This design comes from an exercise in tuning for small area and a short achievable clock period on the open sky130 flow, not from production work.
No activity file was given, so power comes from the tool's default toggle rates.

==> flow/design.v (excerpt) <==
module tod_core #(parameter TIME_WIDTH_SUB_NS=20, TIME_WIDTH_NS=32, TIME_WIDTH_SEC=48) (
    input clk,
    input rst_n,
    input set_init_time,  
    input set_offset_time,  
    input plus_offset_time,  
    input wire [TIME_WIDTH_SUB_NS-1:0] init_time_sub_ns,
    input wire [TIME_WIDTH_NS-1:0] init_time_ns,
    input wire [TIME_WIDTH_SEC-1:0] init_time_sec,
    input wire [TIME_WIDTH_SUB_NS-1:0] offset_time_sub_ns,
    input wire [TIME_WIDTH_NS-1:0] offset_time_ns,  
    input wire [TIME_WIDTH_SUB_NS-1:0] incr_time_sub_ns,
    input wire [TIME_WIDTH_NS-1:0] incr_time_ns,
    output reg [TIME_WIDTH_SUB_NS-1:0] time_sub_ns,
    output reg [TIME_WIDTH_NS-1:0] time_ns,
    output reg [TIME_WIDTH_SEC-1:0] time_sec
);
==> module tod_core, before the edit <==
module tod_core #(parameter TIME_WIDTH_SUB_NS=20, TIME_WIDTH_NS=32, TIME_WIDTH_SEC=48) (
    input clk,
    input rst_n,
    input set_init_time,  
    input set_offset_time,  
    input plus_offset_time,  
    input wire [TIME_WIDTH_SUB_NS-1:0] init_time_sub_ns,
    input wire [TIME_WIDTH_NS-1:0] init_time_ns,
    input wire [TIME_WIDTH_SEC-1:0] init_time_sec,
    input wire [TIME_WIDTH_SUB_NS-1:0] offset_time_sub_ns,
    input wire [TIME_WIDTH_NS-1:0] offset_time_ns,  
    input wire [TIME_WIDTH_SUB_NS-1:0] incr_time_sub_ns,
    input wire [TIME_WIDTH_NS-1:0] incr_time_ns,
    output reg [TIME_WIDTH_SUB_NS-1:0] time_sub_ns,
    output reg [TIME_WIDTH_NS-1:0] time_ns,
    output reg [TIME_WIDTH_SEC-1:0] time_sec
);
localparam W = TIME_WIDTH_SUB_NS + TIME_WIDTH_NS;    
localparam LW = TIME_WIDTH_SUB_NS + 9;                 
localparam HW = W - LW;                                
localparam [HW-1:0] KP = 23'd1953125;                  
localparam [HW-1:0] KM = -23'd1953125;
wire minus = set_offset_time & ~plus_offset_time;
wire [W-1:0] a = {time_ns, time_sub_ns};
wire [W-1:0] b = {incr_time_ns, incr_time_sub_ns};
wire [W-1:0] c = {W{set_offset_time}} & ({offset_time_ns, offset_time_sub_ns} ^ {W{minus}});
wire [W-1:0] x = a ^ b ^ c;
wire [W-1:0] y = {(a[W-2:0] & b[W-2:0]) | (a[W-2:0] & c[W-2:0]) | (b[W-2:0] & c[W-2:0]), 1'b0};
wire [LW-1:0] lo;
wire c9;
tod_add_lo u_lo (.a(x[LW-1:0]), .b(y[LW-1:0]), .cin(minus), .s(lo), .cout(c9));
wire [HW-1:0] xu = x[W-1:LW];
wire [HW-1:0] yu = y[W-1:LW];
wire low = minus & ({1'b0, time_ns[31:28]} + {1'b0, incr_time_ns[31:28]} <= {1'b0, offset_time_ns[31:28]});
wire [HW-1:0] ks = low ? KP : KM;         
wire [HW-1:0] xk = xu ^ yu ^ ks;
wire [HW-1:0] yk = {(xu[HW-2:0] & yu[HW-2:0]) | (xu[HW-2:0] & ks[HW-2:0]) | (yu[HW-2:0] & ks[HW-2:0]), 1'b0};
wire [HW-1:0] u0, uk;
wire co0, cok;
tod_add_hi u_h0 (.a(xu), .b(yu), .cin(c9), .s(u0), .cout(co0));
tod_add_hi u_hk (.a(xk), .b(yk), .cin(c9), .s(uk), .cout(cok));
wire sec_dec = low & u0[HW-1];            
wire sec_adv = ~low & ~uk[HW-1];          
wire [HW-1:0] ns_hi = (sec_dec | sec_adv) ? uk : u0;
wire [TIME_WIDTH_SEC-1:0] ones, zeros;
assign ones[0] = 1'b1;
assign zeros[0] = 1'b1;
genvar k;
generate for (k = 1; k < TIME_WIDTH_SEC; k = k + 1) begin : g_pre
    assign ones[k] = ones[k-1] & time_sec[k-1];
    assign zeros[k] = zeros[k-1] & ~time_sec[k-1];
end endgenerate
wire [TIME_WIDTH_SEC-1:0] sec_nxt = time_sec ^ (({TIME_WIDTH_SEC{sec_adv}} & ones) | ({TIME_WIDTH_SEC{sec_dec}} & zeros));
always @(posedge clk or negedge rst_n) begin
    if (!rst_n) begin
        time_sub_ns <= {TIME_WIDTH_SUB_NS{1'b0}};
        time_ns <= {TIME_WIDTH_NS{1'b0}};
        time_sec <= {TIME_WIDTH_SEC{1'b0}};
    end
    else if (set_init_time) begin
        time_sub_ns <= init_time_sub_ns;
        time_ns <= init_time_ns;
        time_sec <= init_time_sec;
    end
    else begin
        time_sub_ns <= lo[TIME_WIDTH_SUB_NS-1:0];
        time_ns <= {ns_hi, lo[LW-1:TIME_WIDTH_SUB_NS]};
        time_sec <= sec_nxt;
    end
end
endmodule
==> flow/config.mk <==
export PLATFORM = sky130hd
export DESIGN_NAME = tod_core
export DESIGN_NICKNAME = tod_core
export VERILOG_FILES = /design/flow/design.v
export SDC_FILE = /design/flow/constraint.sdc
export NUM_CORES = 4
export LEC_CHECK = 0
export CAP_MARGIN = 20
export CORE_MARGIN = 2
export CORE_UTILIZATION = 40
export SLEW_MARGIN = 20
==> flow/constraint.sdc <==
create_clock -name core_clock -period 18.0 [get_ports {clk}]
set_input_delay 3.6000 -clock core_clock [delete_from_list [all_inputs] [get_ports {clk}]]
set_output_delay 3.6000 -clock core_clock [all_outputs]
set_load 0.01 [all_outputs]
standard.sh (not shown) runs the stock make flow with config.mk's settings and CLKGATE_MAP_FILE= SYNTH_SCRIPT=/design/flow/synth_recipe.tcl, a recipe that flattens the netlist after the stock synthesis.
==> flow/flow/run.sh <==
#!/bin/bash
# The standard layout (standard.sh), with three changes to how it is made:
# - synthesis maps all logic with flow/abc.script, an area-oriented ABC script (see flow/synth.tcl);
# - the port buffers use the smallest buffer cell instead of buffer_ports' default;
# - repair_timing works towards a setup slack of 10 ns at the design's clock period.
# The output of every step goes to standard.log here (ORFS's own per-step logs stay in orfs/logs).
set -euo pipefail
export FLOW_ABC_SCRIPT=$PWD/flow/abc.script
bash standard.sh SYNTH_SCRIPT=$PWD/flow/synth.tcl "BUFFER_PORTS_ARGS=-buffer_cell sky130_fd_sc_hd__buf_1" SETUP_SLACK_MARGIN=10 finish > standard.log 2>&1
==> flow/flow/abc.script <==
&get -n
&st
&dch
&nf -a
&put
==> flow/flow/synth.tcl <==
# synth_recipe.tcl (the standard synthesis) with two changes: ABC maps with
# flow/abc.script in place of ORFS's abc_speed.script, and full and half adders
# are not extracted into fa/ha cells first (ABC maps that logic with the rest).
# Everything else, including the register names and cells, is as in the
# standard synthesis.
proc synth {args} { yosys synth -nofsm -noshare {*}$args }
proc extract_fa {args} { }
proc abc {args} {
  set i [lsearch -exact $args -script]
  if { $i >= 0 } {
    set args [lreplace $args [expr {$i + 1}] [expr {$i + 1}] $::env(FLOW_ABC_SCRIPT)]
  }
  yosys abc {*}$args
}
source $::env(SCRIPTS_DIR)/synth.tcl
# left out here: clear keep_hierarchy, flatten, clean up, hide names made inside functions, write 1_2_yosys.v
Then changed:
--- a/flow/design.v
+++ b/flow/design.v
@@ -31,24 +31,25 @@
 tod_add_lo u_lo (.a(x[LW-1:0]), .b(y[LW-1:0]), .cin(minus), .s(lo), .cout(c9));
 wire [HW-1:0] xu = x[W-1:LW];
 wire [HW-1:0] yu = y[W-1:LW];
-wire low = minus & ({1'b0, time_ns[31:28]} + {1'b0, incr_time_ns[31:28]} <= {1'b0, offset_time_ns[31:28]});
-wire [HW-1:0] ks = low ? KP : KM;         
-wire [HW-1:0] xk = xu ^ yu ^ ks;
-wire [HW-1:0] yk = {(xu[HW-2:0] & yu[HW-2:0]) | (xu[HW-2:0] & ks[HW-2:0]) | (yu[HW-2:0] & ks[HW-2:0]), 1'b0};
-wire [HW-1:0] u0, uk;
-wire co0, cok;
+wire [HW-1:0] xp = xu ^ yu ^ KP;
+wire [HW-1:0] yp = {(xu[HW-2:0] & yu[HW-2:0]) | (xu[HW-2:0] & KP[HW-2:0]) | (yu[HW-2:0] & KP[HW-2:0]), 1'b0};
+wire [HW-1:0] xm = xu ^ yu ^ KM;
+wire [HW-1:0] ym = {(xu[HW-2:0] & yu[HW-2:0]) | (xu[HW-2:0] & KM[HW-2:0]) | (yu[HW-2:0] & KM[HW-2:0]), 1'b0};
+wire [HW-1:0] u0, up, um;
+wire co0, cop, com;
 tod_add_hi u_h0 (.a(xu), .b(yu), .cin(c9), .s(u0), .cout(co0));
-tod_add_hi u_hk (.a(xk), .b(yk), .cin(c9), .s(uk), .cout(cok));
-wire sec_dec = low & u0[HW-1];            
-wire sec_adv = ~low & ~uk[HW-1];          
-wire [HW-1:0] ns_hi = (sec_dec | sec_adv) ? uk : u0;
+tod_add_hi u_hp (.a(xp), .b(yp), .cin(c9), .s(up), .cout(cop));
+tod_add_hi u_hm (.a(xm), .b(ym), .cin(c9), .s(um), .cout(com));
+wire sec_dec = u0[HW-1];                  
+wire sec_adv = ~um[HW-1] & ~sec_dec;      
+wire [HW-1:0] ns_hi = sec_dec ? up : (sec_adv ? um : u0);
 wire [TIME_WIDTH_SEC-1:0] ones, zeros;
 assign ones[0] = 1'b1;
 assign zeros[0] = 1'b1;
 genvar k;
 generate for (k = 1; k < TIME_WIDTH_SEC; k = k + 1) begin : g_pre
-    assign ones[k] = ones[k-1] & time_sec[k-1];
-    assign zeros[k] = zeros[k-1] & ~time_sec[k-1];
+    assign ones[k] = &time_sec[k-1:0];
+    assign zeros[k] = ~|time_sec[k-1:0];
 end endgenerate
 wire [TIME_WIDTH_SEC-1:0] sec_nxt = time_sec ^ (({TIME_WIDTH_SEC{sec_adv}} & ones) | ({TIME_WIDTH_SEC{sec_dec}} & zeros));
 always @(posedge clk or negedge rst_n) begin
Global-route usage increases by 2.4 points.
Worst hold slack loses 0.0050 ns.
Design area increases by 8.4%.
Final cell count increases by 9.4%.
Critical path depth decreases by 2.
Wire length increases by 19%.
Die area increases by 11%.
Clock skew decreases by 0.0037 ns.
Sequential share of layout area decreases by 1.4 points.
First-iteration DRC count increases by 30%.
Area after synthesis increases by 11%.
Combinational power increases by 13%.
Fmax increases by 1.3%.
No run of this note included a check of the RTL's function; only the layout flow was run.

## port drivers added, routing unchanged
Ports are ideal in the flow. The routed layouts listed here were re-timed in OpenROAD. Step 1: set_driving_cell puts a clkbuf_16 on clk and a buf_2 on each other input, an assumption about the parent block. Step 2, shift: input delay + t, output delay - t, t = (earliest + latest rising clock arrival at the registers) / 2. This alone moves slack from input paths to output paths. Slacks: ideal / step 1 / step 2; pairs: ideal / step 1.
run	shift t [ns]	setup slack, ns	worst setup path after step 2	pins driven straight from the clock port
the first run	0.398	10.094 / 10.085 / 9.687	input to register	1
the second run	0.409	10.196 / 10.181 / 9.772	input to register	1
After both steps setup and hold are still met in every run listed. The setup slack of the second run, which loses most, moves by -0.015 ns with the drivers and by -0.424 ns with both steps.
